This design comes from an exercise in tuning for small area on the open sky130 flow, not from production work.
Function was not checked in any run shown here: the RTL went through the layout flow alone.
Power figures rest on the tool's default switching activity, not on a simulated workload.

==> flow/design.v <==
module dff(clk, reset, d, q);
input clk;
input reset;
input  [15:0] d;
output [15:0] q; 
reg    [15:0] q_r;
always @(posedge clk)
begin
    if(reset)
        q_r <= 0;
    else
        q_r <= d;
end
assign q = q_r; 
endmodule
module fir(clk, din, reset, dout);
input clk;
input signed [7:0] din;
input reset;
output signed [15:0] dout;
reg [7:0] x1;
reg [7:0] x2;
reg [7:0] x3;
reg [7:0] x4;
reg [7:0] x5;
reg [7:0] x6;
reg [7:0] x7;
reg [7:0] x8;
reg [7:0] x9;
reg [7:0] x10;
reg [7:0] x11;
reg [7:0] x12;
wire rst_n = ~reset;
wire [7:0] d1;
an r1 (.a(rst_n), .b(din[0]), .y(d1[0]));
an r2 (.a(rst_n), .b(din[1]), .y(d1[1]));
an r3 (.a(rst_n), .b(din[2]), .y(d1[2]));
an r4 (.a(rst_n), .b(din[3]), .y(d1[3]));
nd r5 (.a(rst_n), .b(din[4]), .y(d1[4]));
an r6 (.a(rst_n), .b(din[5]), .y(d1[5]));
an r7 (.a(rst_n), .b(din[6]), .y(d1[6]));
an r8 (.a(rst_n), .b(din[7]), .y(d1[7]));
wire [7:0] d2;
nd r9 (.a(rst_n), .b(x1[0]), .y(d2[0]));
nd r10 (.a(rst_n), .b(x1[1]), .y(d2[1]));
nd r11 (.a(rst_n), .b(x1[2]), .y(d2[2]));
nd r12 (.a(rst_n), .b(x1[3]), .y(d2[3]));
nr r13 (.a(reset), .b(x1[4]), .y(d2[4]));
nd r14 (.a(rst_n), .b(x1[5]), .y(d2[5]));
nd r15 (.a(rst_n), .b(x1[6]), .y(d2[6]));
an r16 (.a(rst_n), .b(x1[7]), .y(d2[7]));
wire [7:0] d3;
nr r17 (.a(reset), .b(x2[0]), .y(d3[0]));
nr r18 (.a(reset), .b(x2[1]), .y(d3[1]));
nr r19 (.a(reset), .b(x2[2]), .y(d3[2]));
nr r20 (.a(reset), .b(x2[3]), .y(d3[3]));
an r21 (.a(rst_n), .b(x2[4]), .y(d3[4]));
nr r22 (.a(reset), .b(x2[5]), .y(d3[5]));
nr r23 (.a(reset), .b(x2[6]), .y(d3[6]));
nd r24 (.a(rst_n), .b(x2[7]), .y(d3[7]));
wire [7:0] d4;
nd r25 (.a(rst_n), .b(x3[0]), .y(d4[0]));
nd r26 (.a(rst_n), .b(x3[1]), .y(d4[1]));
nd r27 (.a(rst_n), .b(x3[2]), .y(d4[2]));
nd r28 (.a(rst_n), .b(x3[3]), .y(d4[3]));
nd r29 (.a(rst_n), .b(x3[4]), .y(d4[4]));
nd r30 (.a(rst_n), .b(x3[5]), .y(d4[5]));
nd r31 (.a(rst_n), .b(x3[6]), .y(d4[6]));
nr r32 (.a(reset), .b(x3[7]), .y(d4[7]));
wire [7:0] d5;
nr r33 (.a(reset), .b(x4[0]), .y(d5[0]));
nr r34 (.a(reset), .b(x4[1]), .y(d5[1]));
nr r35 (.a(reset), .b(x4[2]), .y(d5[2]));
nr r36 (.a(reset), .b(x4[3]), .y(d5[3]));
nr r37 (.a(reset), .b(x4[4]), .y(d5[4]));
nr r38 (.a(reset), .b(x4[5]), .y(d5[5]));
nr r39 (.a(reset), .b(x4[6]), .y(d5[6]));
nd r40 (.a(rst_n), .b(x4[7]), .y(d5[7]));
wire [7:0] d6;
nd r41 (.a(rst_n), .b(x5[0]), .y(d6[0]));
nd r42 (.a(rst_n), .b(x5[1]), .y(d6[1]));
nd r43 (.a(rst_n), .b(x5[2]), .y(d6[2]));
nd r44 (.a(rst_n), .b(x5[3]), .y(d6[3]));
nd r45 (.a(rst_n), .b(x5[4]), .y(d6[4]));
nd r46 (.a(rst_n), .b(x5[5]), .y(d6[5]));
nd r47 (.a(rst_n), .b(x5[6]), .y(d6[6]));
nr r48 (.a(reset), .b(x5[7]), .y(d6[7]));
wire [7:0] d7;
nr r49 (.a(reset), .b(x6[0]), .y(d7[0]));
nr r50 (.a(reset), .b(x6[1]), .y(d7[1]));
nr r51 (.a(reset), .b(x6[2]), .y(d7[2]));
nr r52 (.a(reset), .b(x6[3]), .y(d7[3]));
nr r53 (.a(reset), .b(x6[4]), .y(d7[4]));
nr r54 (.a(reset), .b(x6[5]), .y(d7[5]));
nr r55 (.a(reset), .b(x6[6]), .y(d7[6]));
nd r56 (.a(rst_n), .b(x6[7]), .y(d7[7]));
wire [7:0] d8;
nd r57 (.a(rst_n), .b(x7[0]), .y(d8[0]));
nd r58 (.a(rst_n), .b(x7[1]), .y(d8[1]));
nd r59 (.a(rst_n), .b(x7[2]), .y(d8[2]));
nd r60 (.a(rst_n), .b(x7[3]), .y(d8[3]));
nd r61 (.a(rst_n), .b(x7[4]), .y(d8[4]));
nd r62 (.a(rst_n), .b(x7[5]), .y(d8[5]));
nd r63 (.a(rst_n), .b(x7[6]), .y(d8[6]));
nr r64 (.a(reset), .b(x7[7]), .y(d8[7]));
wire [7:0] d9;
nr r65 (.a(reset), .b(x8[0]), .y(d9[0]));
nr r66 (.a(reset), .b(x8[1]), .y(d9[1]));
nr r67 (.a(reset), .b(x8[2]), .y(d9[2]));
nr r68 (.a(reset), .b(x8[3]), .y(d9[3]));
nr r69 (.a(reset), .b(x8[4]), .y(d9[4]));
nr r70 (.a(reset), .b(x8[5]), .y(d9[5]));
nr r71 (.a(reset), .b(x8[6]), .y(d9[6]));
nd r72 (.a(rst_n), .b(x8[7]), .y(d9[7]));
wire [7:0] d10;
nd r73 (.a(rst_n), .b(x9[0]), .y(d10[0]));
nd r74 (.a(rst_n), .b(x9[1]), .y(d10[1]));
nd r75 (.a(rst_n), .b(x9[2]), .y(d10[2]));
nd r76 (.a(rst_n), .b(x9[3]), .y(d10[3]));
nd r77 (.a(rst_n), .b(x9[4]), .y(d10[4]));
nd r78 (.a(rst_n), .b(x9[5]), .y(d10[5]));
nd r79 (.a(rst_n), .b(x9[6]), .y(d10[6]));
nr r80 (.a(reset), .b(x9[7]), .y(d10[7]));
wire [7:0] d11;
nr r81 (.a(reset), .b(x10[0]), .y(d11[0]));
nr r82 (.a(reset), .b(x10[1]), .y(d11[1]));
nr r83 (.a(reset), .b(x10[2]), .y(d11[2]));
nr r84 (.a(reset), .b(x10[3]), .y(d11[3]));
nr r85 (.a(reset), .b(x10[4]), .y(d11[4]));
nr r86 (.a(reset), .b(x10[5]), .y(d11[5]));
nr r87 (.a(reset), .b(x10[6]), .y(d11[6]));
nd r88 (.a(rst_n), .b(x10[7]), .y(d11[7]));
wire [7:0] d12;
nd r89 (.a(rst_n), .b(x11[0]), .y(d12[0]));
nd r90 (.a(rst_n), .b(x11[1]), .y(d12[1]));
an r91 (.a(rst_n), .b(x11[2]), .y(d12[2]));
nd r92 (.a(rst_n), .b(x11[3]), .y(d12[3]));
nd r93 (.a(rst_n), .b(x11[4]), .y(d12[4]));
nd r94 (.a(rst_n), .b(x11[5]), .y(d12[5]));
nd r95 (.a(rst_n), .b(x11[6]), .y(d12[6]));
nr r96 (.a(reset), .b(x11[7]), .y(d12[7]));
always @(posedge clk) begin
  x1 <= d1;
  x2 <= d2;
  x3 <= d3;
  x4 <= d4;
  x5 <= d5;
  x6 <= d6;
  x7 <= d7;
  x8 <= d8;
  x9 <= d9;
  x10 <= d10;
  x11 <= d11;
  x12 <= d12;
end
wire s1;
wire c2;
wire s3;
wire c4;
wire s5;
wire c6;
wire s7;
wire c8;
wire s9;
wire c10;
wire s11;
wire c12;
wire s13;
wire c14;
wire s15;
wire c16;
wire s17;
wire c18;
wire n19;
wire s20;
wire c21;
wire s22;
wire c23;
wire s24;
wire c25;
wire s26;
wire c27;
wire s28;
wire c29;
wire s30;
wire c31;
wire s32;
wire c33;
wire s34;
wire c35;
wire s36;
wire c37;
wire s38;
wire c39;
wire s40;
wire c41;
wire s42;
wire c43;
wire s44;
wire c45;
wire s46;
wire c47;
wire s48;
wire c49;
wire s50;
wire c51;
wire n52;
wire s53;
wire c54;
wire s55;
wire c56;
wire n57;
wire s58;
wire c59;
wire n60;
wire s61;
wire c62;
wire s63;
wire c64;
wire n65;
wire s66;
wire c67;
wire s68;
wire c69;
wire s70;
wire c71;
wire s72;
wire c73;
wire s74;
wire c75;
wire s76;
wire c77;
wire n78;
wire s79;
wire c80;
wire s81;
wire c82;
wire s83;
wire c84;
wire s85;
wire c86;
wire s87;
wire c88;
wire s89;
wire c90;
wire n91;
wire s92;
wire c93;
wire n94;
wire s95;
wire c96;
wire s97;
wire c98;
wire s99;
wire c100;
wire s101;
wire c102;
wire s103;
wire c104;
wire s105;
wire c106;
wire n107;
wire s108;
wire c109;
wire s110;
wire c111;
wire n112;
wire s113;
wire c114;
wire s115;
wire c116;
wire s117;
wire c118;
wire s119;
wire c120;
wire s121;
wire c122;
wire s123;
wire c124;
wire n125;
wire s126;
wire c127;
wire s128;
wire c129;
wire n130;
wire s131;
wire c132;
wire s133;
wire c134;
wire s135;
wire c136;
wire s137;
wire c138;
wire s139;
wire c140;
wire s141;
wire c142;
wire s143;
wire c144;
wire s145;
wire c146;
wire n147;
wire s148;
wire c149;
wire s150;
wire c151;
wire s152;
wire c153;
wire s154;
wire c155;
wire s156;
wire c157;
wire s158;
wire c159;
wire s160;
wire c161;
wire s162;
wire c163;
wire n164;
wire s165;
wire c166;
wire s167;
wire c168;
wire s169;
wire c170;
wire s171;
wire c172;
wire s173;
wire c174;
wire s175;
wire c176;
wire s177;
wire c178;
wire s179;
wire c180;
wire s181;
wire c182;
wire s183;
wire c184;
wire s185;
wire c186;
wire s187;
wire c188;
wire s189;
wire c190;
wire s191;
wire c192;
wire n193;
wire s194;
wire c195;
wire s196;
wire c197;
wire s198;
wire c199;
wire s200;
wire c201;
wire s202;
wire c203;
wire n204;
wire s205;
wire c206;
wire s207;
wire c208;
wire s209;
wire c210;
wire n211;
wire s212;
wire c213;
wire s214;
wire c215;
wire s216;
wire c217;
wire s218;
wire c219;
wire s220;
wire c221;
wire s222;
wire c223;
wire s224;
wire c225;
wire n226;
wire s227;
wire c228;
wire s229;
wire c230;
wire s231;
wire c232;
wire s233;
wire c234;
wire s235;
wire c236;
wire s237;
wire c238;
wire n239;
wire s240;
wire c241;
wire s242;
wire c243;
wire s244;
wire c245;
wire s246;
wire c247;
wire s248;
wire c249;
wire s250;
wire c251;
wire s252;
wire c253;
wire s254;
wire c255;
wire n256;
wire s257;
wire c258;
wire s259;
wire c260;
wire s261;
wire c262;
wire s263;
wire c264;
wire s265;
wire c266;
wire s267;
wire c268;
wire s269;
wire c270;
wire n271;
wire s272;
wire c273;
wire s274;
wire c275;
wire s276;
wire c277;
wire n278;
wire s279;
wire c280;
wire s281;
wire c282;
wire s283;
wire c284;
wire s285;
wire c286;
wire s287;
wire c288;
wire s289;
wire c290;
wire n291;
wire s292;
wire c293;
wire n294;
wire s295;
wire c296;
wire s297;
wire c298;
wire s299;
wire c300;
wire n301;
wire s302;
wire c303;
wire s304;
wire c305;
wire n306;
wire s307;
wire c308;
wire n309;
wire s310;
wire c311;
wire s312;
wire c313;
wire n314;
wire s315;
wire c316;
wire s317;
wire c318;
wire s319;
wire c320;
wire s321;
wire c322;
wire n323;
wire s324;
wire c325;
wire s326;
wire c327;
wire s328;
wire c329;
wire n330;
wire s331;
wire c332;
wire g333;
wire g334;
wire p335;
wire g336;
wire p337;
wire g338;
wire p339;
wire g340;
wire g341;
wire g342;
wire p343;
wire g344;
wire p345;
wire g346;
wire g347;
wire g348;
wire g349;
wire g350;
wire g351;
wire s352;
wire s353;
wire s354;
wire s355;
wire s356;
wire s357;
wire s358;
wire s359;
ha u2 (.a(x3[0]), .b(x9[0]), .s(s1), .co(c2));
fa u4 (.a(x3[1]), .b(x9[1]), .ci(c2), .s(s3), .co(c4));
fa u6 (.a(x3[2]), .b(x9[2]), .ci(c4), .s(s5), .co(c6));
fa u8 (.a(x3[3]), .b(x9[3]), .ci(c6), .s(s7), .co(c8));
fa u10 (.a(x3[4]), .b(x9[4]), .ci(c8), .s(s9), .co(c10));
fa u12 (.a(x3[5]), .b(x9[5]), .ci(c10), .s(s11), .co(c12));
fa u14 (.a(x3[6]), .b(x9[6]), .ci(c12), .s(s13), .co(c14));
fa u16 (.a(x3[7]), .b(x9[7]), .ci(c14), .s(s15), .co(c16));
xr u18 (.a(x4[0]), .b(x8[0]), .y(s17));
nr v18 (.a(x4[0]), .b(x8[0]), .y(c18));
assign n19 = ~c18;
fa u21 (.a(x4[1]), .b(x8[1]), .ci(n19), .s(s20), .co(c21));
fa u23 (.a(x4[2]), .b(x8[2]), .ci(c21), .s(s22), .co(c23));
fa u25 (.a(x4[3]), .b(x8[3]), .ci(c23), .s(s24), .co(c25));
fa u27 (.a(x4[4]), .b(x8[4]), .ci(c25), .s(s26), .co(c27));
fa u29 (.a(x4[5]), .b(x8[5]), .ci(c27), .s(s28), .co(c29));
fa u31 (.a(x4[6]), .b(x8[6]), .ci(c29), .s(s30), .co(c31));
fa u33 (.a(x4[7]), .b(x8[7]), .ci(c31), .s(s32), .co(c33));
ha u35 (.a(x5[0]), .b(x7[0]), .s(s34), .co(c35));
fa u37 (.a(x5[1]), .b(x7[1]), .ci(c35), .s(s36), .co(c37));
fa u39 (.a(x5[2]), .b(x7[2]), .ci(c37), .s(s38), .co(c39));
fa u41 (.a(x5[3]), .b(x7[3]), .ci(c39), .s(s40), .co(c41));
fa u43 (.a(x5[4]), .b(x7[4]), .ci(c41), .s(s42), .co(c43));
fa u45 (.a(x5[5]), .b(x7[5]), .ci(c43), .s(s44), .co(c45));
fa u47 (.a(x5[6]), .b(x7[6]), .ci(c45), .s(s46), .co(c47));
fa u49 (.a(x5[7]), .b(x7[7]), .ci(c47), .s(s48), .co(c49));
fa u51 (.a(x12[0]), .b(x6[0]), .ci(s17), .s(s50), .co(c51));
assign n52 = ~s50;
fa u54 (.a(s1), .b(n52), .ci(din[0]), .s(s53), .co(c54));
xr u56 (.a(x12[1]), .b(x1[0]), .y(s55));
nr v56 (.a(x12[1]), .b(x1[0]), .y(c56));
assign n57 = ~x6[1];
fa u59 (.a(x2[0]), .b(x10[0]), .ci(n57), .s(s58), .co(c59));
assign n60 = ~x11[0];
fa u62 (.a(n60), .b(s55), .ci(s34), .s(s61), .co(c62));
fa u64 (.a(s58), .b(s3), .ci(s61), .s(s63), .co(c64));
assign n65 = ~c51;
fa u67 (.a(s20), .b(n65), .ci(din[1]), .s(s66), .co(c67));
fa u69 (.a(c54), .b(s63), .ci(s66), .s(s68), .co(c69));
fa u71 (.a(x12[2]), .b(x2[1]), .ci(x10[1]), .s(s70), .co(c71));
fa u73 (.a(x1[1]), .b(x11[1]), .ci(x6[2]), .s(s72), .co(c73));
fa u75 (.a(x6[0]), .b(c56), .ci(c59), .s(s74), .co(c75));
fa u77 (.a(s17), .b(s36), .ci(c62), .s(s76), .co(c77));
assign n78 = ~s72;
fa u80 (.a(s70), .b(n78), .ci(din[2]), .s(s79), .co(c80));
fa u82 (.a(s74), .b(s22), .ci(c64), .s(s81), .co(c82));
fa u84 (.a(c67), .b(s76), .ci(s79), .s(s83), .co(c84));
fa u86 (.a(s5), .b(c69), .ci(s83), .s(s85), .co(c86));
xr u88 (.a(s81), .b(s85), .y(s87));
nr v88 (.a(s81), .b(s85), .y(c88));
fa u90 (.a(x12[3]), .b(x1[2]), .ci(x11[2]), .s(s89), .co(c90));
assign n91 = ~x6[3];
fa u93 (.a(x2[2]), .b(x6[1]), .ci(n91), .s(s92), .co(c93));
assign n94 = ~c73;
fa u96 (.a(x10[2]), .b(s1), .ci(n94), .s(s95), .co(c96));
fa u98 (.a(s34), .b(s89), .ci(s20), .s(s97), .co(c98));
fa u100 (.a(c71), .b(s92), .ci(c75), .s(s99), .co(c100));
fa u102 (.a(din[3]), .b(s95), .ci(s38), .s(s101), .co(c102));
fa u104 (.a(c77), .b(c80), .ci(s99), .s(s103), .co(c104));
fa u106 (.a(s7), .b(s24), .ci(s101), .s(s105), .co(c106));
assign n107 = ~s97;
fa u109 (.a(n107), .b(c82), .ci(c84), .s(s108), .co(c109));
fa u111 (.a(s103), .b(s105), .ci(c86), .s(s110), .co(c111));
assign n112 = ~c88;
fa u114 (.a(s108), .b(n112), .ci(s110), .s(s113), .co(c114));
fa u116 (.a(x12[4]), .b(x1[3]), .ci(x11[3]), .s(s115), .co(c116));
fa u118 (.a(x2[3]), .b(x10[3]), .ci(x6[2]), .s(s117), .co(c118));
fa u120 (.a(x6[4]), .b(c90), .ci(s115), .s(s119), .co(c120));
fa u122 (.a(s117), .b(s3), .ci(din[4]), .s(s121), .co(c122));
fa u124 (.a(s36), .b(s119), .ci(c98), .s(s123), .co(c124));
assign n125 = ~s22;
fa u127 (.a(c93), .b(c96), .ci(n125), .s(s126), .co(c127));
fa u129 (.a(c100), .b(s121), .ci(s40), .s(s128), .co(c129));
assign n130 = ~s123;
fa u132 (.a(c102), .b(s126), .ci(n130), .s(s131), .co(c132));
fa u134 (.a(c104), .b(s26), .ci(s128), .s(s133), .co(c134));
fa u136 (.a(s9), .b(c106), .ci(c109), .s(s135), .co(c136));
fa u138 (.a(s131), .b(s133), .ci(s135), .s(s137), .co(c138));
fa u140 (.a(c111), .b(s137), .ci(c114), .s(s139), .co(c140));
fa u142 (.a(x12[5]), .b(x11[4]), .ci(x2[4]), .s(s141), .co(c142));
fa u144 (.a(x1[4]), .b(x10[4]), .ci(x6[3]), .s(s143), .co(c144));
fa u146 (.a(s34), .b(c116), .ci(s141), .s(s145), .co(c146));
assign n147 = ~x6[5];
fa u149 (.a(n147), .b(c118), .ci(din[5]), .s(s148), .co(c149));
fa u151 (.a(c120), .b(s145), .ci(s38), .s(s150), .co(c151));
fa u153 (.a(s143), .b(s5), .ci(s148), .s(s152), .co(c153));
fa u155 (.a(s24), .b(c124), .ci(s150), .s(s154), .co(c155));
fa u157 (.a(c122), .b(s152), .ci(s42), .s(s156), .co(c157));
fa u159 (.a(c127), .b(c129), .ci(s11), .s(s158), .co(c159));
fa u161 (.a(c132), .b(s28), .ci(s156), .s(s160), .co(c161));
fa u163 (.a(c134), .b(c136), .ci(s158), .s(s162), .co(c163));
assign n164 = ~s154;
fa u166 (.a(n164), .b(s160), .ci(c138), .s(s165), .co(c166));
fa u168 (.a(s162), .b(s165), .ci(s139), .s(s167), .co(c168));
xr u170 (.a(c140), .b(s167), .y(s169));
nr v170 (.a(c140), .b(s167), .y(c170));
fa u172 (.a(x12[6]), .b(x1[5]), .ci(x11[5]), .s(s171), .co(c172));
fa u174 (.a(x10[5]), .b(x6[0]), .ci(x6[4]), .s(s173), .co(c174));
fa u176 (.a(x6[6]), .b(c142), .ci(s171), .s(s175), .co(c176));
fa u178 (.a(x2[5]), .b(c144), .ci(s173), .s(s177), .co(c178));
fa u180 (.a(s36), .b(c146), .ci(s175), .s(s179), .co(c180));
fa u182 (.a(s177), .b(c149), .ci(s7), .s(s181), .co(c182));
fa u184 (.a(s40), .b(c151), .ci(s179), .s(s183), .co(c184));
fa u186 (.a(din[6]), .b(c153), .ci(s181), .s(s185), .co(c186));
fa u188 (.a(s26), .b(c155), .ci(s183), .s(s187), .co(c188));
fa u190 (.a(s44), .b(c157), .ci(s185), .s(s189), .co(c190));
fa u192 (.a(s30), .b(c159), .ci(c161), .s(s191), .co(c192));
assign n193 = ~s187;
fa u195 (.a(n193), .b(s13), .ci(s189), .s(s194), .co(c195));
fa u197 (.a(s191), .b(c166), .ci(s194), .s(s196), .co(c197));
fa u199 (.a(c163), .b(s196), .ci(c168), .s(s198), .co(c199));
xr u201 (.a(x12[7]), .b(x1[6]), .y(s200));
nr v201 (.a(x12[7]), .b(x1[6]), .y(c201));
fa u203 (.a(x2[6]), .b(x10[6]), .ci(x6[1]), .s(s202), .co(c203));
assign n204 = ~s200;
fa u206 (.a(x11[6]), .b(x6[7]), .ci(n204), .s(s205), .co(c206));
fa u208 (.a(x6[5]), .b(c174), .ci(s202), .s(s207), .co(c208));
fa u210 (.a(s205), .b(din[7]), .ci(c176), .s(s209), .co(c210));
assign n211 = ~c178;
fa u213 (.a(c172), .b(n211), .ci(s38), .s(s212), .co(c213));
fa u215 (.a(c180), .b(s209), .ci(s212), .s(s214), .co(c215));
fa u217 (.a(s207), .b(s9), .ci(c182), .s(s216), .co(c217));
fa u219 (.a(s42), .b(c184), .ci(s214), .s(s218), .co(c219));
fa u221 (.a(s28), .b(c188), .ci(s218), .s(s220), .co(c221));
fa u223 (.a(c186), .b(s216), .ci(c190), .s(s222), .co(c223));
fa u225 (.a(s46), .b(s32), .ci(c192), .s(s224), .co(c225));
assign n226 = ~s220;
fa u228 (.a(s15), .b(n226), .ci(c195), .s(s227), .co(c228));
fa u230 (.a(s224), .b(s227), .ci(c197), .s(s229), .co(c230));
fa u232 (.a(s222), .b(s229), .ci(c199), .s(s231), .co(c232));
fa u234 (.a(x1[7]), .b(x2[7]), .ci(x10[7]), .s(s233), .co(c234));
fa u236 (.a(x6[2]), .b(x6[6]), .ci(c201), .s(s235), .co(c236));
fa u238 (.a(c203), .b(s233), .ci(s235), .s(s237), .co(c238));
assign n239 = ~c208;
fa u241 (.a(x11[7]), .b(c206), .ci(n239), .s(s240), .co(c241));
fa u243 (.a(s40), .b(c213), .ci(s240), .s(s242), .co(c243));
fa u245 (.a(c210), .b(c215), .ci(s242), .s(s244), .co(c245));
fa u247 (.a(s237), .b(s11), .ci(c217), .s(s246), .co(c247));
fa u249 (.a(s44), .b(c219), .ci(s244), .s(s248), .co(c249));
fa u251 (.a(s246), .b(c16), .ci(c33), .s(s250), .co(c251));
fa u253 (.a(s30), .b(c221), .ci(s248), .s(s252), .co(c253));
fa u255 (.a(s48), .b(c223), .ci(s250), .s(s254), .co(c255));
assign n256 = ~s252;
fa u258 (.a(c225), .b(n256), .ci(c228), .s(s257), .co(c258));
fa u260 (.a(s254), .b(s257), .ci(c230), .s(s259), .co(c260));
fa u262 (.a(x6[3]), .b(x6[7]), .ci(c234), .s(s261), .co(c262));
fa u264 (.a(c236), .b(s261), .ci(c238), .s(s263), .co(c264));
fa u266 (.a(c241), .b(s42), .ci(c243), .s(s265), .co(c266));
fa u268 (.a(c245), .b(s265), .ci(s46), .s(s267), .co(c268));
fa u270 (.a(s263), .b(s13), .ci(c247), .s(s269), .co(c270));
assign n271 = ~c49;
fa u273 (.a(c249), .b(n271), .ci(s32), .s(s272), .co(c273));
fa u275 (.a(s267), .b(c253), .ci(s272), .s(s274), .co(c275));
fa u277 (.a(s269), .b(c251), .ci(c255), .s(s276), .co(c277));
assign n278 = ~s274;
fa u280 (.a(n278), .b(c258), .ci(s276), .s(s279), .co(c280));
fa u282 (.a(x6[4]), .b(c262), .ci(c264), .s(s281), .co(c282));
fa u284 (.a(s44), .b(c266), .ci(c33), .s(s283), .co(c284));
fa u286 (.a(s281), .b(s15), .ci(c270), .s(s285), .co(c286));
fa u288 (.a(s48), .b(c268), .ci(s283), .s(s287), .co(c288));
fa u290 (.a(c273), .b(s287), .ci(c275), .s(s289), .co(c290));
assign n291 = ~s289;
fa u293 (.a(s285), .b(c277), .ci(n291), .s(s292), .co(c293));
assign n294 = ~s46;
fa u296 (.a(x6[5]), .b(c282), .ci(n294), .s(s295), .co(c296));
fa u298 (.a(c16), .b(s295), .ci(c286), .s(s297), .co(c298));
fa u300 (.a(c49), .b(c284), .ci(c288), .s(s299), .co(c300));
assign n301 = ~s297;
fa u303 (.a(n301), .b(s299), .ci(c290), .s(s302), .co(c303));
fa u305 (.a(x6[6]), .b(c296), .ci(c298), .s(s304), .co(c305));
assign n306 = ~s304;
fa u308 (.a(s48), .b(c300), .ci(n306), .s(s307), .co(c308));
assign n309 = ~x6[7];
xr u311 (.a(n309), .b(c49), .y(s310));
nr v311 (.a(n309), .b(c49), .y(c311));
xr u313 (.a(s310), .b(c305), .y(s312));
nr v313 (.a(s310), .b(c305), .y(c313));
assign n314 = ~s198;
ha u316 (.a(c170), .b(n314), .s(s315), .co(c316));
xr u318 (.a(c232), .b(s259), .y(s317));
nr v318 (.a(c232), .b(s259), .y(c318));
xr u320 (.a(c260), .b(s279), .y(s319));
nr v320 (.a(c260), .b(s279), .y(c320));
xr u322 (.a(c280), .b(s292), .y(s321));
nr v322 (.a(c280), .b(s292), .y(c322));
assign n323 = ~c293;
ha u325 (.a(n323), .b(s302), .s(s324), .co(c325));
ha u327 (.a(c303), .b(s307), .s(s326), .co(c327));
ha u329 (.a(s312), .b(c308), .s(s328), .co(c329));
assign n330 = ~c311;
ha u332 (.a(n330), .b(c313), .s(s331), .co(c332));
assign g333 = 1'b0 | (~s231 & c316);
assign g334 = c320 | (s319 & c318);
assign p335 = s319 & s317;
assign g336 = c325 | (s324 & c322);
assign p337 = s324 & s321;
assign g338 = c329 | (s328 & c327);
assign p339 = s328 & s326;
assign g340 = c318 | (s317 & g333);
assign g341 = g334 | (p335 & g333);
assign g342 = c327 | (s326 & g336);
assign p343 = s326 & p337;
assign g344 = g338 | (p339 & g336);
assign p345 = p339 & p337;
assign g346 = c322 | (s321 & g341);
assign g347 = g336 | (p337 & g341);
assign g348 = g342 | (p343 & g341);
assign g349 = g344 | (p345 & g341);
assign g350 = c332 | (s331 & g349);
assign g351 = c332 | (s331 & g349);
xr w352 (.a(s231), .b(c316), .y(s352));
xn w353 (.a(s317), .b(g333), .y(s353));
xn w354 (.a(s319), .b(g340), .y(s354));
xn w355 (.a(s321), .b(g341), .y(s355));
xn w356 (.a(s324), .b(g346), .y(s356));
xn w357 (.a(s326), .b(g347), .y(s357));
xn w358 (.a(s328), .b(g348), .y(s358));
xn w359 (.a(s331), .b(g349), .y(s359));
reg [15:0] y;
wire [15:0] dy;
nr r97 (.a(reset), .b(s53), .y(dy[0]));
nr r98 (.a(reset), .b(s68), .y(dy[1]));
an r99 (.a(rst_n), .b(s87), .y(dy[2]));
nr r100 (.a(reset), .b(s113), .y(dy[3]));
an r101 (.a(rst_n), .b(s139), .y(dy[4]));
an r102 (.a(rst_n), .b(s169), .y(dy[5]));
an r103 (.a(rst_n), .b(s315), .y(dy[6]));
nr r104 (.a(reset), .b(s352), .y(dy[7]));
nr r105 (.a(reset), .b(s353), .y(dy[8]));
nr r106 (.a(reset), .b(s354), .y(dy[9]));
nr r107 (.a(reset), .b(s355), .y(dy[10]));
nr r108 (.a(reset), .b(s356), .y(dy[11]));
nr r109 (.a(reset), .b(s357), .y(dy[12]));
nr r110 (.a(reset), .b(s358), .y(dy[13]));
nr r111 (.a(reset), .b(s359), .y(dy[14]));
nr r112 (.a(reset), .b(g350), .y(dy[15]));
always @(posedge clk) begin
  y <= dy;
end
assign dout = y;
endmodule
module fa(a, b, ci, s, co);
input a, b, ci;
output s, co;
assign s = a ^ b ^ ci;
assign co = (a & b) | (a & ci) | (b & ci);
endmodule
module xr(a, b, y);
input a, b;
output y;
assign y = a ^ b;
endmodule
module xn(a, b, y);
input a, b;
output y;
assign y = ~(a ^ b);
endmodule
module nr(a, b, y);
input a, b;
output y;
assign y = ~(a | b);
endmodule
module nd(a, b, y);
input a, b;
output y;
assign y = ~(a & b);
endmodule
module an(a, b, y);
input a, b;
output y;
assign y = a & b;
endmodule
module og(a, b, y);
input a, b;
output y;
assign y = a | b;
endmodule
module ha(a, b, s, co);
input a, b;
output s, co;
assign s = a ^ b;
assign co = a & b;
endmodule
==> flow/flow/run.sh <==
#!/bin/bash
# Layout flow: the standard flow (standard.sh, unchanged synthesis), with
# the ports buffered by the smallest buffer and no dummy loads on the clock tree.
set -euo pipefail
bash standard.sh \
  BUFFER_PORTS_ARGS="-buffer_cell sky130_fd_sc_hd__buf_1" \
  CTS_ARGS="-sink_clustering_enable -repair_clock_nets -buf_list {sky130_fd_sc_hd__clkbuf_4 sky130_fd_sc_hd__clkbuf_8} -dont_use_dummy_load" \
  finish > flow.log 2>&1
==> flow/standard.sh <==
#!/bin/bash
# synth_recipe.tcl (not shown) runs the flow's synth.tcl, then flattens the netlist and writes it again
# the make line also repeats each setting of config.mk as NAME=value (left out here)
make -C /OpenROAD-flow-scripts/flow DESIGN_CONFIG=/design/flow/config.mk WORK_HOME=/design/flow/orfs CLKGATE_MAP_FILE= SYNTH_SCRIPT=/design/flow/synth_recipe.tcl "${@:-finish}"
==> flow/config.mk <==
export PLATFORM = sky130hd
export DESIGN_NAME = fir
export DESIGN_NICKNAME = fir
export VERILOG_FILES = /design/flow/design.v
export SDC_FILE = /design/flow/constraint.sdc
export NUM_CORES = 4
export LEC_CHECK = 0
export CAP_MARGIN = 20
export CORE_MARGIN = 2
export CORE_UTILIZATION = 70
export CTS_BUF_LIST = sky130_fd_sc_hd__clkbuf_4 sky130_fd_sc_hd__clkbuf_8
export GPL_ROUTABILITY_DRIVEN = 0
export GPL_TIMING_DRIVEN = 0
export PLACE_DENSITY = 0.8
export SLEW_MARGIN = 20
export SYNTH_HIERARCHICAL = 1
export SYNTH_MINIMUM_KEEP_SIZE = 0
==> flow/constraint.sdc <==
create_clock -name core_clock -period 6.5 [get_ports {clk}]
set_input_delay 1.3000 -clock core_clock [delete_from_list [all_inputs] [get_ports {clk}]]
set_output_delay 1.3000 -clock core_clock [all_outputs]
set_load 0.01 [all_outputs]
==> results of run 1 <==
what timing repair did:
action | 4_1_cts | 5_1_grt
setup buffers | 2 | 8
hold buffers | 0 | 0
pin swaps | 2 | 14
resized for setup | 20 | 24
endpoints found under the setup margin | 5 | 5
worst register-to-register path, delay by kind of cell (launching register included):
kind | cells | cell delay [ns]
fa+ha+maj | 11 | 4.73
flops | 1 | 0.34
buf+inv | 1 | 0.14
xor+xnor | 2 | 0.33
compound gates | 1 | 0.09
simple gates | 3 | 0.57
per-layer routing:
layer / global-route usage / routed length, um / vias up
met1: 0.3576 / 4597 / 1745
met3: 0.03994 / 454 / 17
li1: - / - / 1432
met2: 0.5186 / 6733 / 82
met5: 0 / 0 / -
met4: 0.1107 / 231 / 0
Yosys stat by module (local to each module, per instance):
| module | flops+latches | copies in the design |
|---|---|---|
| nd | 0 | 46 |
| xn | 0 | 7 |
| xr | 0 | 11 |
| nr | 0 | 62 |
| an | 0 | 14 |
| fir | 112 | 1 |
| ha | 0 | 7 |
| fa | 0 | 134 |
worst paths after layout:
kind,from,endpoint,slack (ns)
min reg2reg,x10[7]$_DFF_P_,x11[7]$_DFF_P_,0.39
min,x10[7]$_DFF_P_,x11[7]$_DFF_P_,0.39
max,x5[0]$_DFF_P_,y[14]$_DFF_P_,0.15
max reg2reg,x5[0]$_DFF_P_,y[14]$_DFF_P_,0.15
cell usage in the layout (no fill, tap or decap), types with 2 or more instances in the layout:
cell      count
xor2_1        8
xnor2_1       7
and2_1       14
nor2_1       63
dfxtp_1     108
buf_1        24
buf_12        2
clkbuf_8      9
a21oi_2       2
ha_2          2
inv_1        31
nand2_1      47
fa_1        105
ha_1          4
buf_4        10
dfxtp_2       4
fa_2         29
xor2_2        3
logic make-up after synthesis:
kind of cell               synth area share
AOI/OAI and AO/OA                   0.01269
xor gates and xnor gates            0.02664
adders and majority gates            0.4681
buffers and inverters               0.02030
DFF                                  0.3789
and+or+nand+nor                     0.09345
cell type report:
| cell class | count | share of cell area |
|---|---|---|
| multi-input cells | 301 | 0.5654 |
| flip-flops and latches | 112 | 0.3448 |
| repair buffers | 37 | 0.03225 |
| well taps | 105 | 0.02016 |
| clock buffers | 9 | 0.01901 |
| inverters | 32 | 0.01843 |
power by group through the flow:
stage / sequential [mW] / combinational [mW] / clock [mW]
2_1_floorplan: 0.797 / 1.10 / 0
3_3_place_gp: 0.777 / 1.32 / 0
3_5_place_dp: 0.779 / 1.38 / 0
4_1_cts: 0.763 / 1.43 / 0.336
5_1_grt: 0.768 / 1.71 / 0.361
6_report: 0.763 / 1.55 / 0.333
through the flow:
| step | hold WS, ns | total power [mW] | instance area (um^2) |
|---|---|---|---|
| after global routing | 0.4091 | 2.842 | 6518 |
| after floorplan | 0.3579 | 1.898 | 5918 |
| after CTS | 0.3964 | 2.533 | 6391 |
| final | 0.3946 | 2.647 | 6518 |
| after detailed placement | 0.3730 | 2.162 | 6185 |
| after global placement | 0.3668 | 2.098 | 6143 |
==> impl_metrics.py, run 1 <==
metrics = {
    "drt": {
        "drc": 0,
        "wl_per_cell_um": 20.16,
        "drt_iter0_markers": 125,
        "via_per_inst": 5.497,
        "vias": 3276,
        "ant_nets": 0,
        "dr.pass1.iters": 4,
        "wirelength_um": 12020,
    },
    "logic_synthesis": {
        "seq_area_frac_synth": 0.3789,
        "ys_seq_elements": 112,
        "synth.most_common_cell": "fa_1",
        "synth_top_cell_area_share": 0.4533,
        "avgSynthCellArea_um2": 13.30,
        "synth_edf_count": 0,
        "ys_warn_count": 7,
        "synth.largest_area_cell": "fa_1",
        "yosys-top-cells-count": "134 x fa_1, 112 x dfxtp_1, 63 x nor2_1",
        "synth_async_sr_flop_share": 0,
        "syn-num-nets": 596,
        "syn-cell-area_um2": 5918,
        "yosys_most_used_dff": "dfxtp_1",
        "synth_area_leaders": "fa_1 45%, dfxtp_1 38%, nor2_1 4.0%",
        "synthDistinctLibCells": 25,
        "netlist_instances": 445,
    },
    "placement": {
        "portBuffers": 25,
        "dpl.hpwl_um": 9332,
        "pre_cts_ws_ns": -0.3371,
        "dp_cells": 577,
    },
    "critical_path": {
        "cp-start-kind": "flip-flop",
        "crit_type": "reg2reg",
        "timing.reg2reg.worst_path_depth": 18,
        "cp_max_fo": 3,
        "required_ns": 6.72,
        "critPathTopFamily": "adder cells",
        "cp_slowest_cell": "fa_2",
        "critPathMaxStageDelay_ns": 0.61,
        "cpMostUsedCell": "fa_1",
        "cp_cell_sequence": "ha_2, fa_2, fa_2, buf_4, fa_1, fa_1, fa_1, fa_1, fa_1, fa_1, fa_1, fa_1, xor2_2, nand4b_1, a21oi_2, or3_1, xnor2_1, nor2_1",
        "cp-end-kind": "flip-flop",
        "crit_arrival_ns": 6.57,
        "cp.buffers_inverters": 1,
        "path_depth": 18,
    },
    "job": {
        "maxCapViolations": 0,
    },
    "die": {
        "io-pin-count": 26,
        "die_x_um": 95.95,
        "start_util": 0.7203,
        "core_area_um2": 8217,
        "die_y_um": 95.95,
        "die_area_um2": 9206,
        "num_rows": 33,
    },
    "sta": {
        "worst_slew_pin_slew_ns": 0.4902,
        "setup_ws_ns": 0.1509,
        "maxSlewHeadroom": 0.6732,
        "maxSlewViolCount": 0,
        "clock_skew_ns": 0.02889,
        "fin_crit_ns": 6.349,
        "period_share": 0.9768,
        "rsz0062_at_grt": "yes",
        "fmax_ghz": 0.1575,
        "hold_violations": 0,
        "setup_viol": 0,
        "tns_ns": 0,
    },
    "power": {
        "seqPwrFrac": 0.288,
        "switching_power_mw": 1.020,
        "leakage_nw": 2.580,
        "power.density_nw_per_um2": 406.1,
        "peakVddDrop_mv": 0.4249,
        "p_comb_frac": 0.586,
        "internal_power_mw": 1.627,
        "p_clk_frac": 0.126,
        "swShare": 0.3853,
    },
    "finish": {
        "fill_cells": 471,
        "multi_input_comb_area_um2": 3685,
        "fin_nets": 644,
        "largest_register_ffs": 16,
        "utilization": 0.7932,
        "diodes": 0,
        "largest_register": "y",
        "area_growth_pct": 10.13,
        "regArea_um2": 2247,
        "finalNonFillerCells": 596,
        "drive_gt1_frac": 0.1426,
    },
    "global_routing": {
        "gr-usage-all-layers": 0.2889,
        "grt_pass1_wl_um": 18510,
        "grt-ovfl-total": 0,
        "antenna_found_initial": 0,
        "grt_pass1_vias": 3650,
        "grt_max_degree": 50,
    },
    "clock_tree": {
        "cts_tree": "yes",
        "cts_sinks": 112,
        "clk_latency_ns": 0.37,
        "cts_buffer_depth": 2,
        "clk_pin_slew_ns": 0.10,
        "cts-root-buf": "clkbuf_8",
        "h-tree-depth": 3,
        "cts_buffers": 9,
    },
    "run_status": {
        "status": "no timing/DRC/antenna violations",
    },
    "min_path": {
        "hold_class": "reg2reg",
        "worstHoldPathCells": 1,
    },
}
==> run 2: changes to the inputs <==
--- a/flow/design.v
+++ b/flow/design.v
@@ -30,115 +30,119 @@
 reg [7:0] x10;
 reg [7:0] x11;
 reg [7:0] x12;
-wire rst_n = ~reset;
+wire [1:0] rn, rp;
+iv ri0 (.a(reset), .y(rn[0]));
+iv rj0 (.a(rn[0]), .y(rp[0]));
+iv ri1 (.a(reset), .y(rn[1]));
+iv rj1 (.a(rn[1]), .y(rp[1]));
 wire [7:0] d1;
-an r1 (.a(rst_n), .b(din[0]), .y(d1[0]));
-an r2 (.a(rst_n), .b(din[1]), .y(d1[1]));
-an r3 (.a(rst_n), .b(din[2]), .y(d1[2]));
-an r4 (.a(rst_n), .b(din[3]), .y(d1[3]));
-nd r5 (.a(rst_n), .b(din[4]), .y(d1[4]));
-an r6 (.a(rst_n), .b(din[5]), .y(d1[5]));
-an r7 (.a(rst_n), .b(din[6]), .y(d1[6]));
-an r8 (.a(rst_n), .b(din[7]), .y(d1[7]));
+an r1 (.a(rn[0]), .b(din[0]), .y(d1[0]));
+an r2 (.a(rn[0]), .b(din[1]), .y(d1[1]));
+an r3 (.a(rn[0]), .b(din[2]), .y(d1[2]));
+an r4 (.a(rn[0]), .b(din[3]), .y(d1[3]));
+nd r5 (.a(rn[1]), .b(din[4]), .y(d1[4]));
+an r6 (.a(rn[1]), .b(din[5]), .y(d1[5]));
+an r7 (.a(rn[1]), .b(din[6]), .y(d1[6]));
+an r8 (.a(rn[1]), .b(din[7]), .y(d1[7]));
 wire [7:0] d2;
-nd r9 (.a(rst_n), .b(x1[0]), .y(d2[0]));
-nd r10 (.a(rst_n), .b(x1[1]), .y(d2[1]));
-nd r11 (.a(rst_n), .b(x1[2]), .y(d2[2]));
-nd r12 (.a(rst_n), .b(x1[3]), .y(d2[3]));
-nr r13 (.a(reset), .b(x1[4]), .y(d2[4]));
-nd r14 (.a(rst_n), .b(x1[5]), .y(d2[5]));
-nd r15 (.a(rst_n), .b(x1[6]), .y(d2[6]));
-an r16 (.a(rst_n), .b(x1[7]), .y(d2[7]));
+nd r9 (.a(rn[0]), .b(x1[0]), .y(d2[0]));
+nd r10 (.a(rn[0]), .b(x1[1]), .y(d2[1]));
+nd r11 (.a(rn[0]), .b(x1[2]), .y(d2[2]));
+nd r12 (.a(rn[0]), .b(x1[3]), .y(d2[3]));
+nr r13 (.a(rp[1]), .b(x1[4]), .y(d2[4]));
+nd r14 (.a(rn[1]), .b(x1[5]), .y(d2[5]));
+nd r15 (.a(rn[1]), .b(x1[6]), .y(d2[6]));
+an r16 (.a(rn[1]), .b(x1[7]), .y(d2[7]));
 wire [7:0] d3;
-nr r17 (.a(reset), .b(x2[0]), .y(d3[0]));
-nr r18 (.a(reset), .b(x2[1]), .y(d3[1]));
-nr r19 (.a(reset), .b(x2[2]), .y(d3[2]));
-nr r20 (.a(reset), .b(x2[3]), .y(d3[3]));
-an r21 (.a(rst_n), .b(x2[4]), .y(d3[4]));
-nr r22 (.a(reset), .b(x2[5]), .y(d3[5]));
-nr r23 (.a(reset), .b(x2[6]), .y(d3[6]));
-nd r24 (.a(rst_n), .b(x2[7]), .y(d3[7]));
+nr r17 (.a(rp[0]), .b(x2[0]), .y(d3[0]));
+nr r18 (.a(rp[0]), .b(x2[1]), .y(d3[1]));
+nr r19 (.a(rp[0]), .b(x2[2]), .y(d3[2]));
+nr r20 (.a(rp[0]), .b(x2[3]), .y(d3[3]));
+an r21 (.a(rn[1]), .b(x2[4]), .y(d3[4]));
+nr r22 (.a(rp[1]), .b(x2[5]), .y(d3[5]));
+nr r23 (.a(rp[1]), .b(x2[6]), .y(d3[6]));
+nd r24 (.a(rn[1]), .b(x2[7]), .y(d3[7]));
 wire [7:0] d4;
-nd r25 (.a(rst_n), .b(x3[0]), .y(d4[0]));
-nd r26 (.a(rst_n), .b(x3[1]), .y(d4[1]));
-nd r27 (.a(rst_n), .b(x3[2]), .y(d4[2]));
-nd r28 (.a(rst_n), .b(x3[3]), .y(d4[3]));
-nd r29 (.a(rst_n), .b(x3[4]), .y(d4[4]));
-nd r30 (.a(rst_n), .b(x3[5]), .y(d4[5]));
-nd r31 (.a(rst_n), .b(x3[6]), .y(d4[6]));
-nr r32 (.a(reset), .b(x3[7]), .y(d4[7]));
+nd r25 (.a(rn[0]), .b(x3[0]), .y(d4[0]));
+nd r26 (.a(rn[0]), .b(x3[1]), .y(d4[1]));
+nd r27 (.a(rn[0]), .b(x3[2]), .y(d4[2]));
+nd r28 (.a(rn[0]), .b(x3[3]), .y(d4[3]));
+nd r29 (.a(rn[1]), .b(x3[4]), .y(d4[4]));
+nd r30 (.a(rn[1]), .b(x3[5]), .y(d4[5]));
+nd r31 (.a(rn[1]), .b(x3[6]), .y(d4[6]));
+nr r32 (.a(rp[1]), .b(x3[7]), .y(d4[7]));
 wire [7:0] d5;
-nr r33 (.a(reset), .b(x4[0]), .y(d5[0]));
-nr r34 (.a(reset), .b(x4[1]), .y(d5[1]));
-nr r35 (.a(reset), .b(x4[2]), .y(d5[2]));
-nr r36 (.a(reset), .b(x4[3]), .y(d5[3]));
-nr r37 (.a(reset), .b(x4[4]), .y(d5[4]));
-nr r38 (.a(reset), .b(x4[5]), .y(d5[5]));
-nr r39 (.a(reset), .b(x4[6]), .y(d5[6]));
-nd r40 (.a(rst_n), .b(x4[7]), .y(d5[7]));
+nr r33 (.a(rp[0]), .b(x4[0]), .y(d5[0]));
+nr r34 (.a(rp[0]), .b(x4[1]), .y(d5[1]));
+nr r35 (.a(rp[0]), .b(x4[2]), .y(d5[2]));
+nr r36 (.a(rp[0]), .b(x4[3]), .y(d5[3]));
+nr r37 (.a(rp[1]), .b(x4[4]), .y(d5[4]));
+nr r38 (.a(rp[1]), .b(x4[5]), .y(d5[5]));
+nr r39 (.a(rp[1]), .b(x4[6]), .y(d5[6]));
+nd r40 (.a(rn[1]), .b(x4[7]), .y(d5[7]));
 wire [7:0] d6;
-nd r41 (.a(rst_n), .b(x5[0]), .y(d6[0]));
-nd r42 (.a(rst_n), .b(x5[1]), .y(d6[1]));
-nd r43 (.a(rst_n), .b(x5[2]), .y(d6[2]));
-nd r44 (.a(rst_n), .b(x5[3]), .y(d6[3]));
-nd r45 (.a(rst_n), .b(x5[4]), .y(d6[4]));
-nd r46 (.a(rst_n), .b(x5[5]), .y(d6[5]));
-nd r47 (.a(rst_n), .b(x5[6]), .y(d6[6]));
-nr r48 (.a(reset), .b(x5[7]), .y(d6[7]));
+nd r41 (.a(rn[0]), .b(x5[0]), .y(d6[0]));
+nd r42 (.a(rn[0]), .b(x5[1]), .y(d6[1]));
+nd r43 (.a(rn[0]), .b(x5[2]), .y(d6[2]));
+nd r44 (.a(rn[0]), .b(x5[3]), .y(d6[3]));
+nd r45 (.a(rn[1]), .b(x5[4]), .y(d6[4]));
+nd r46 (.a(rn[1]), .b(x5[5]), .y(d6[5]));
+nd r47 (.a(rn[1]), .b(x5[6]), .y(d6[6]));
+nr r48 (.a(rp[1]), .b(x5[7]), .y(d6[7]));
 wire [7:0] d7;
-nr r49 (.a(reset), .b(x6[0]), .y(d7[0]));
-nr r50 (.a(reset), .b(x6[1]), .y(d7[1]));
-nr r51 (.a(reset), .b(x6[2]), .y(d7[2]));
-nr r52 (.a(reset), .b(x6[3]), .y(d7[3]));
-nr r53 (.a(reset), .b(x6[4]), .y(d7[4]));
-nr r54 (.a(reset), .b(x6[5]), .y(d7[5]));
-nr r55 (.a(reset), .b(x6[6]), .y(d7[6]));
-nd r56 (.a(rst_n), .b(x6[7]), .y(d7[7]));
+nr r49 (.a(rp[0]), .b(x6[0]), .y(d7[0]));
+nr r50 (.a(rp[0]), .b(x6[1]), .y(d7[1]));
+nr r51 (.a(rp[0]), .b(x6[2]), .y(d7[2]));
+nr r52 (.a(rp[0]), .b(x6[3]), .y(d7[3]));
+nr r53 (.a(rp[1]), .b(x6[4]), .y(d7[4]));
+nr r54 (.a(rp[1]), .b(x6[5]), .y(d7[5]));
+nr r55 (.a(rp[1]), .b(x6[6]), .y(d7[6]));
+nd r56 (.a(rn[1]), .b(x6[7]), .y(d7[7]));
 wire [7:0] d8;
-nd r57 (.a(rst_n), .b(x7[0]), .y(d8[0]));
-nd r58 (.a(rst_n), .b(x7[1]), .y(d8[1]));
-nd r59 (.a(rst_n), .b(x7[2]), .y(d8[2]));
-nd r60 (.a(rst_n), .b(x7[3]), .y(d8[3]));
-nd r61 (.a(rst_n), .b(x7[4]), .y(d8[4]));
-nd r62 (.a(rst_n), .b(x7[5]), .y(d8[5]));
-nd r63 (.a(rst_n), .b(x7[6]), .y(d8[6]));
-nr r64 (.a(reset), .b(x7[7]), .y(d8[7]));
+nd r57 (.a(rn[0]), .b(x7[0]), .y(d8[0]));
+nd r58 (.a(rn[0]), .b(x7[1]), .y(d8[1]));
+nd r59 (.a(rn[0]), .b(x7[2]), .y(d8[2]));
+nd r60 (.a(rn[0]), .b(x7[3]), .y(d8[3]));
+nd r61 (.a(rn[1]), .b(x7[4]), .y(d8[4]));
+nd r62 (.a(rn[1]), .b(x7[5]), .y(d8[5]));
+nd r63 (.a(rn[1]), .b(x7[6]), .y(d8[6]));
+nr r64 (.a(rp[1]), .b(x7[7]), .y(d8[7]));
 wire [7:0] d9;
-nr r65 (.a(reset), .b(x8[0]), .y(d9[0]));
-nr r66 (.a(reset), .b(x8[1]), .y(d9[1]));
-nr r67 (.a(reset), .b(x8[2]), .y(d9[2]));
-nr r68 (.a(reset), .b(x8[3]), .y(d9[3]));
-nr r69 (.a(reset), .b(x8[4]), .y(d9[4]));
-nr r70 (.a(reset), .b(x8[5]), .y(d9[5]));
-nr r71 (.a(reset), .b(x8[6]), .y(d9[6]));
-nd r72 (.a(rst_n), .b(x8[7]), .y(d9[7]));
+nr r65 (.a(rp[0]), .b(x8[0]), .y(d9[0]));
+nr r66 (.a(rp[0]), .b(x8[1]), .y(d9[1]));
+nr r67 (.a(rp[0]), .b(x8[2]), .y(d9[2]));
+nr r68 (.a(rp[0]), .b(x8[3]), .y(d9[3]));
+nr r69 (.a(rp[1]), .b(x8[4]), .y(d9[4]));
+nr r70 (.a(rp[1]), .b(x8[5]), .y(d9[5]));
+nr r71 (.a(rp[1]), .b(x8[6]), .y(d9[6]));
+nd r72 (.a(rn[1]), .b(x8[7]), .y(d9[7]));
 wire [7:0] d10;
-nd r73 (.a(rst_n), .b(x9[0]), .y(d10[0]));
-nd r74 (.a(rst_n), .b(x9[1]), .y(d10[1]));
-nd r75 (.a(rst_n), .b(x9[2]), .y(d10[2]));
-nd r76 (.a(rst_n), .b(x9[3]), .y(d10[3]));
-nd r77 (.a(rst_n), .b(x9[4]), .y(d10[4]));
-nd r78 (.a(rst_n), .b(x9[5]), .y(d10[5]));
-nd r79 (.a(rst_n), .b(x9[6]), .y(d10[6]));
-nr r80 (.a(reset), .b(x9[7]), .y(d10[7]));
+nd r73 (.a(rn[0]), .b(x9[0]), .y(d10[0]));
+nd r74 (.a(rn[0]), .b(x9[1]), .y(d10[1]));
+nd r75 (.a(rn[0]), .b(x9[2]), .y(d10[2]));
+nd r76 (.a(rn[0]), .b(x9[3]), .y(d10[3]));
+nd r77 (.a(rn[1]), .b(x9[4]), .y(d10[4]));
+nd r78 (.a(rn[1]), .b(x9[5]), .y(d10[5]));
+nd r79 (.a(rn[1]), .b(x9[6]), .y(d10[6]));
+nr r80 (.a(rp[1]), .b(x9[7]), .y(d10[7]));
 wire [7:0] d11;
-nr r81 (.a(reset), .b(x10[0]), .y(d11[0]));
-nr r82 (.a(reset), .b(x10[1]), .y(d11[1]));
-nr r83 (.a(reset), .b(x10[2]), .y(d11[2]));
-nr r84 (.a(reset), .b(x10[3]), .y(d11[3]));
-nr r85 (.a(reset), .b(x10[4]), .y(d11[4]));
-nr r86 (.a(reset), .b(x10[5]), .y(d11[5]));
-nr r87 (.a(reset), .b(x10[6]), .y(d11[6]));
-nd r88 (.a(rst_n), .b(x10[7]), .y(d11[7]));
+nr r81 (.a(rp[0]), .b(x10[0]), .y(d11[0]));
+nr r82 (.a(rp[0]), .b(x10[1]), .y(d11[1]));
+nr r83 (.a(rp[0]), .b(x10[2]), .y(d11[2]));
+nr r84 (.a(rp[0]), .b(x10[3]), .y(d11[3]));
+nr r85 (.a(rp[1]), .b(x10[4]), .y(d11[4]));
+nr r86 (.a(rp[1]), .b(x10[5]), .y(d11[5]));
+nr r87 (.a(rp[1]), .b(x10[6]), .y(d11[6]));
+nd r88 (.a(rn[1]), .b(x10[7]), .y(d11[7]));
 wire [7:0] d12;
-nd r89 (.a(rst_n), .b(x11[0]), .y(d12[0]));
-nd r90 (.a(rst_n), .b(x11[1]), .y(d12[1]));
-an r91 (.a(rst_n), .b(x11[2]), .y(d12[2]));
-nd r92 (.a(rst_n), .b(x11[3]), .y(d12[3]));
-nd r93 (.a(rst_n), .b(x11[4]), .y(d12[4]));
-nd r94 (.a(rst_n), .b(x11[5]), .y(d12[5]));
-nd r95 (.a(rst_n), .b(x11[6]), .y(d12[6]));
-nr r96 (.a(reset), .b(x11[7]), .y(d12[7]));
+nd r89 (.a(rn[0]), .b(x11[0]), .y(d12[0]));
+nd r90 (.a(rn[0]), .b(x11[1]), .y(d12[1]));
+an r91 (.a(rn[0]), .b(x11[2]), .y(d12[2]));
+nd r92 (.a(rn[0]), .b(x11[3]), .y(d12[3]));
+nd r93 (.a(rn[1]), .b(x11[4]), .y(d12[4]));
+nd r94 (.a(rn[1]), .b(x11[5]), .y(d12[5]));
+nd r95 (.a(rn[1]), .b(x11[6]), .y(d12[6]));
+nr r96 (.a(rp[1]), .b(x11[7]), .y(d12[7]));
 always @(posedge clk) begin
   x1 <= d1;
   x2 <= d2;
@@ -732,22 +736,22 @@
 xn w359 (.a(s331), .b(g349), .y(s359));
 reg [15:0] y;
 wire [15:0] dy;
-nr r97 (.a(reset), .b(s53), .y(dy[0]));
-nr r98 (.a(reset), .b(s68), .y(dy[1]));
-an r99 (.a(rst_n), .b(s87), .y(dy[2]));
-nr r100 (.a(reset), .b(s113), .y(dy[3]));
-an r101 (.a(rst_n), .b(s139), .y(dy[4]));
-an r102 (.a(rst_n), .b(s169), .y(dy[5]));
-an r103 (.a(rst_n), .b(s315), .y(dy[6]));
-nr r104 (.a(reset), .b(s352), .y(dy[7]));
-nr r105 (.a(reset), .b(s353), .y(dy[8]));
-nr r106 (.a(reset), .b(s354), .y(dy[9]));
-nr r107 (.a(reset), .b(s355), .y(dy[10]));
-nr r108 (.a(reset), .b(s356), .y(dy[11]));
-nr r109 (.a(reset), .b(s357), .y(dy[12]));
-nr r110 (.a(reset), .b(s358), .y(dy[13]));
-nr r111 (.a(reset), .b(s359), .y(dy[14]));
-nr r112 (.a(reset), .b(g350), .y(dy[15]));
+nr r97 (.a(rp[0]), .b(s53), .y(dy[0]));
+nr r98 (.a(rp[0]), .b(s68), .y(dy[1]));
+an r99 (.a(rn[0]), .b(s87), .y(dy[2]));
+nr r100 (.a(rp[0]), .b(s113), .y(dy[3]));
+an r101 (.a(rn[0]), .b(s139), .y(dy[4]));
+an r102 (.a(rn[0]), .b(s169), .y(dy[5]));
+an r103 (.a(rn[0]), .b(s315), .y(dy[6]));
+nr r104 (.a(rp[0]), .b(s352), .y(dy[7]));
+nr r105 (.a(rp[1]), .b(s353), .y(dy[8]));
+nr r106 (.a(rp[1]), .b(s354), .y(dy[9]));
+nr r107 (.a(rp[1]), .b(s355), .y(dy[10]));
+nr r108 (.a(rp[1]), .b(s356), .y(dy[11]));
+nr r109 (.a(rp[1]), .b(s357), .y(dy[12]));
+nr r110 (.a(rp[1]), .b(s358), .y(dy[13]));
+nr r111 (.a(rp[1]), .b(s359), .y(dy[14]));
+nr r112 (.a(rp[1]), .b(g350), .y(dy[15]));
 always @(posedge clk) begin
   y <= dy;
 end
@@ -759,6 +763,11 @@
 assign s = a ^ b ^ ci;
 assign co = (a & b) | (a & ci) | (b & ci);
 endmodule
+module iv(a, y);
+input a;
+output y;
+assign y = ~a;
+endmodule
 module xr(a, b, y);
 input a, b;
 output y;
--- a/flow/config.mk
+++ b/flow/config.mk
@@ -7,11 +7,11 @@
 export LEC_CHECK = 0
 export CAP_MARGIN = 20
 export CORE_MARGIN = 2
-export CORE_UTILIZATION = 70
+export CORE_UTILIZATION = 60
 export CTS_BUF_LIST = sky130_fd_sc_hd__clkbuf_4 sky130_fd_sc_hd__clkbuf_8
 export GPL_ROUTABILITY_DRIVEN = 0
 export GPL_TIMING_DRIVEN = 0
-export PLACE_DENSITY = 0.8
+export PLACE_DENSITY = 0.7
 export SLEW_MARGIN = 20
 export SYNTH_HIERARCHICAL = 1
 export SYNTH_MINIMUM_KEEP_SIZE = 0
==> run 2 against run 1 <==
Against the previous run:
- sequential power is essentially flat
- synthesized cell count increased by 0.67%
- fmax about the same
- via count is 3.9% lower
- die area grew 16%
- total power down 1.9%
- clock-buffer cell count is the same
- first-iteration DRC count is 20% lower
- cell count rose by 4.7%
- global-route usage shrank 6.1 points
- clock power fell by 2%
- synthesized area is 0.19% higher
==> impl_metrics.py, run 2 <==
metrics = {
    "run_status": {
        "status": "no timing/DRC/antenna violations",
    },
    "sta": {
        "clock_skew_ns": 0.03013,
        "tns_ns": 0,
        "worst_slew_pin_slew_ns": 0.9553,
        "fin_crit_ns": 6.344,
        "hold_violations": 0,
        "period_share": 0.9760,
        "rsz0062_at_grt": "yes",
        "fmax_ghz": 0.1576,
        "setup_viol": 0,
        "maxSlewHeadroom": 0.3625,
        "maxSlewViolCount": 0,
    },
    "logic_synthesis": {
        "synth_top_cell_area_share": 0.4524,
        "syn-num-nets": 599,
        "synth_area_leaders": "fa_1 45%, dfxtp_1 38%, nor2_1 4.0%",
        "yosys_most_used_dff": "dfxtp_1",
        "synth_async_sr_flop_share": 0,
        "synth.most_common_cell": "fa_1",
        "yosys-top-cells-count": "134 x fa_1, 112 x dfxtp_1, 63 x nor2_1",
        "ys_seq_elements": 112,
        "avgSynthCellArea_um2": 13.24,
        "syn-cell-area_um2": 5929,
        "synth_edf_count": 0,
        "synthDistinctLibCells": 25,
        "netlist_instances": 448,
        "seq_area_frac_synth": 0.3781,
        "ys_warn_count": 7,
        "synth.largest_area_cell": "fa_1",
    },
    "global_routing": {
        "antenna_found_initial": 0,
        "grt_max_degree": 34,
        "grt-ovfl-total": 0,
        "grt_pass1_wl_um": 17170,
        "gr-usage-all-layers": 0.2277,
        "grt_pass1_vias": 3525,
    },
    "critical_path": {
        "regToRegSetupSlack_ns": 0.16,
        "cp_max_fo": 3,
        "cpMostUsedCell": "fa_2",
        "timing.reg2reg.worst_path_depth": 20,
        "crit_type": "reg2reg",
        "startpoint": "x5[0]$_DFF_P_",
        "required_ns": 6.73,
        "cp_cell_sequence": "ha_1, fa_2, fa_2, fa_2, fa_2, fa_2, fa_2, fa_2, inv_1, fa_1, fa_2, fa_1, inv_1, fa_2, xor2_2, o21ai_1, a22oi_2, a31o_2, xnor2_1, nor2_1",
        "cp-end-kind": "flip-flop",
        "r2r_end": "y[13]$_DFF_P_",
        "cp-start-kind": "flip-flop",
        "crit_arrival_ns": 6.57,
        "cp_slowest_cell": "fa_2",
        "setup.worst_path.end": "y[13]$_DFF_P_",
        "r2r_start": "x5[0]$_DFF_P_",
        "critPathMaxStageDelay_ns": 0.57,
    },
    "die": {
        "start_util": 0.6123,
        "die_y_um": 103.4,
        "die_area_um2": 10690,
        "core_area_um2": 9684,
        "io-pin-count": 26,
        "num_rows": 36,
        "die_x_um": 103.4,
    },
    "placement": {
        "dp_cells": 606,
        "portBuffers": 25,
        "dpl.hpwl_um": 8848,
    },
    "drt": {
        "wirelength_um": 10770,
        "dr.pass1.iters": 4,
        "drc": 0,
        "ant_nets": 0,
        "via_per_inst": 5.043,
        "vias": 3147,
        "wl_per_cell_um": 17.26,
        "drt_iter0_markers": 100,
    },
    "finish": {
        "fin_nets": 644,
        "largest_register": "y",
        "area_growth_pct": 10.00,
        "regArea_um2": 2245,
        "layout_commonest_cell": "dfxtp_1",
        "finalNonFillerCells": 624,
        "fill_cells": 731,
        "layout_common_cells": "110 x dfxtp_1, 103 x fa_1, 61 x nor2_1",
        "multi_input_comb_area_um2": 3695,
        "diodes": 0,
        "largest_register_ffs": 16,
        "drive_gt1_frac": 0.1324,
    },
    "clock_tree": {
        "cts_tree": "yes",
        "clk_latency_ns": 0.39,
        "clk_pin_slew_ns": 0.11,
        "cts_buffer_depth": 2,
        "h-tree-depth": 3,
        "cts_sinks": 112,
        "cts-root-buf": "clkbuf_8",
        "ctsHoldBuffers": 0,
        "cts_buffers": 9,
    },
    "power": {
        "p_comb_frac": 0.580,
        "peakVddDrop_mv": 0.3425,
        "leakage_nw": 2.571,
        "power.density_nw_per_um2": 397.9,
        "seqPwrFrac": 0.294,
        "totalPowerFinal_mw": 2.595,
        "p_clk_frac": 0.125,
        "swShare": 0.3774,
        "switching_power_mw": 0.9794,
        "internal_power_mw": 1.616,
    },
    "min_path": {
        "hold_class": "reg2reg",
    },
    "job": {
        "maxCapViolations": 0,
    },
}
## run 2: cell types whose count changed after synthesis, sizes merged
cell / previous run / this run
inv: 32 / 35
## run 2: modules after synthesis, one instance, submodules excluded
module	cell area [um^2]	cells	copies in the design
nr	3.754	1	62
nd	3.754	1	46
xn	8.758	1	7
fa	20.02	1	134
ha	12.51	1	7
fir	2494	163	1
an	6.256	1	14
xr	8.758	1	11
iv	3.754	1	4
## run 2: metrics by stage
| stage | hold slack (ns) | instance area [um^2] | utilization | worst slack [ns] |
|---|---|---|---|---|
| 3_5_place_dp | 0.3719 | 6190 | 0.6391 | -0.3148 |
| 6_report | 0.3879 | 6523 | 0.6735 | 0.1559 |
| 3_3_place_gp | 0.3679 | 6190 | 0.6391 | -0.1962 |
| 4_1_cts | 0.3908 | 6389 | 0.6597 | 0.004589 |
| 5_1_grt | 0.3993 | 6523 | 0.6735 | -0.04474 |
| 2_1_floorplan | 0.3579 | 5929 | - | 0.2403 |
## run 2: worst max-delay path, delay by kind of cell (launching register included)
kind	cells	cell delay [ns]
adders and majority gates	12	4.76
xor gates and xnor gates	2	0.33
DFF	1	0.33
buffers and inverters	2	0.14
AOI/OAI and AO/OA	3	0.56
and+or+nand+nor	1	0.06
## run 2: logic make-up after synthesis
kind of cell,Yosys count,synth area share
fa+ha+maj,141,0.4672
simple gates,132,0.09327
flops,112,0.3781
buf+inv,35,0.02216
xor+xnor,18,0.02659
compound gates,10,0.01266
## run 2: worst min path at each step
stage | start | end | slack [ns] | cells past startpoint
6_report | x11[4]$_DFF_P_ | x12[4]$_DFF_P_ | 0.39 | 1
4_1_cts | x11[4]$_DFF_P_ | x12[4]$_DFF_P_ | 0.39 | 1
3_5_place_dp | x11[0]$_DFF_P_ | x12[0]$_DFF_P_ | 0.37 | 1
2_1_floorplan | x11[0]$_DFF_P_ | x12[0]$_DFF_P_ | 0.36 | 1
5_1_grt | x3[3]$_DFF_P_ | x4[3]$_DFF_P_ | 0.40 | 1
3_3_place_gp | x7[0]$_DFF_P_ | x8[0]$_DFF_P_ | 0.37 | 1
## run 2: per-layer routing
| metal | routed length (um) | track usage |
|---|---|---|
| met5 | 0 | 0 |
| met4 | 290 | 0.07794 |
| met3 | 419 | 0.06384 |
| met2 | 5720 | 0.3891 |
| met1 | 4339 | 0.2812 |
## run 2: area by class of cell
class	instances	share of cell area
Timing Repair Buffer	34	0.02475
Clock buffer	9	0.01899
Tap cell	133	0.02551
Inverter	35	0.02014
Sequential cell	112	0.3441
Multi-Input combinational cell	301	0.5665
## run 2: power groups by stage
stage / Clock (mW) / Sequential (mW) / Combinational (mW)
global placement: 0 / 0.777 / 1.33
detailed placement: 0 / 0.780 / 1.36
floorplan: 0 / 0.797 / 1.10
finish: 0.326 / 0.763 / 1.51
global route: 0.364 / 0.768 / 1.70
CTS: 0.339 / 0.764 / 1.40
## run 2: repair_timing
item                                   in CTS  in global routing
setup buffers                               1                  8
setup endpoints to repair                   5                  5
endpoints found under the hold margin       0                  0
resized for setup                          16                 29
pin swaps                                   3                 11
cloned                                      0                  0

separate check: timing with driven ports:
The flow's constraints put no driver on any port. The routed layouts listed below were extracted and timed again, unchanged, in two steps. Step 1 (the two cells are an assumption about what drives the block):
set clk [get_ports {clk}]
set_driving_cell -lib_cell sky130_fd_sc_hd__clkbuf_16 $clk
set_driving_cell -lib_cell sky130_fd_sc_hd__buf_2 [delete_from_list [all_inputs] $clk]
Step 2 times the ports against the registers' clock, not the clock port: input delays grow and output delays shrink by t, the midpoint of the rising clock arrivals with the driver on. a / b / c = ideal / step 1 / step 2; a / b = the first two.
run	shift t [ns]	slack for setup (ns)	hold slack, ns	worst setup path after step 2
run 1	0.391	0.151 / 0.151 / -0.045	0.395 / 0.395 / 0.395	input to register
run 2	0.413	0.156 / 0.156 / -0.009	0.388 / 0.388 / 0.388	input to register
With both steps, setup timing fails in run 1 and run 2, where it was met with ideal ports. For run 1, which loses most, drivers alone change the setup slack by 0.000 ns; drivers and shift together by -0.196 ns.
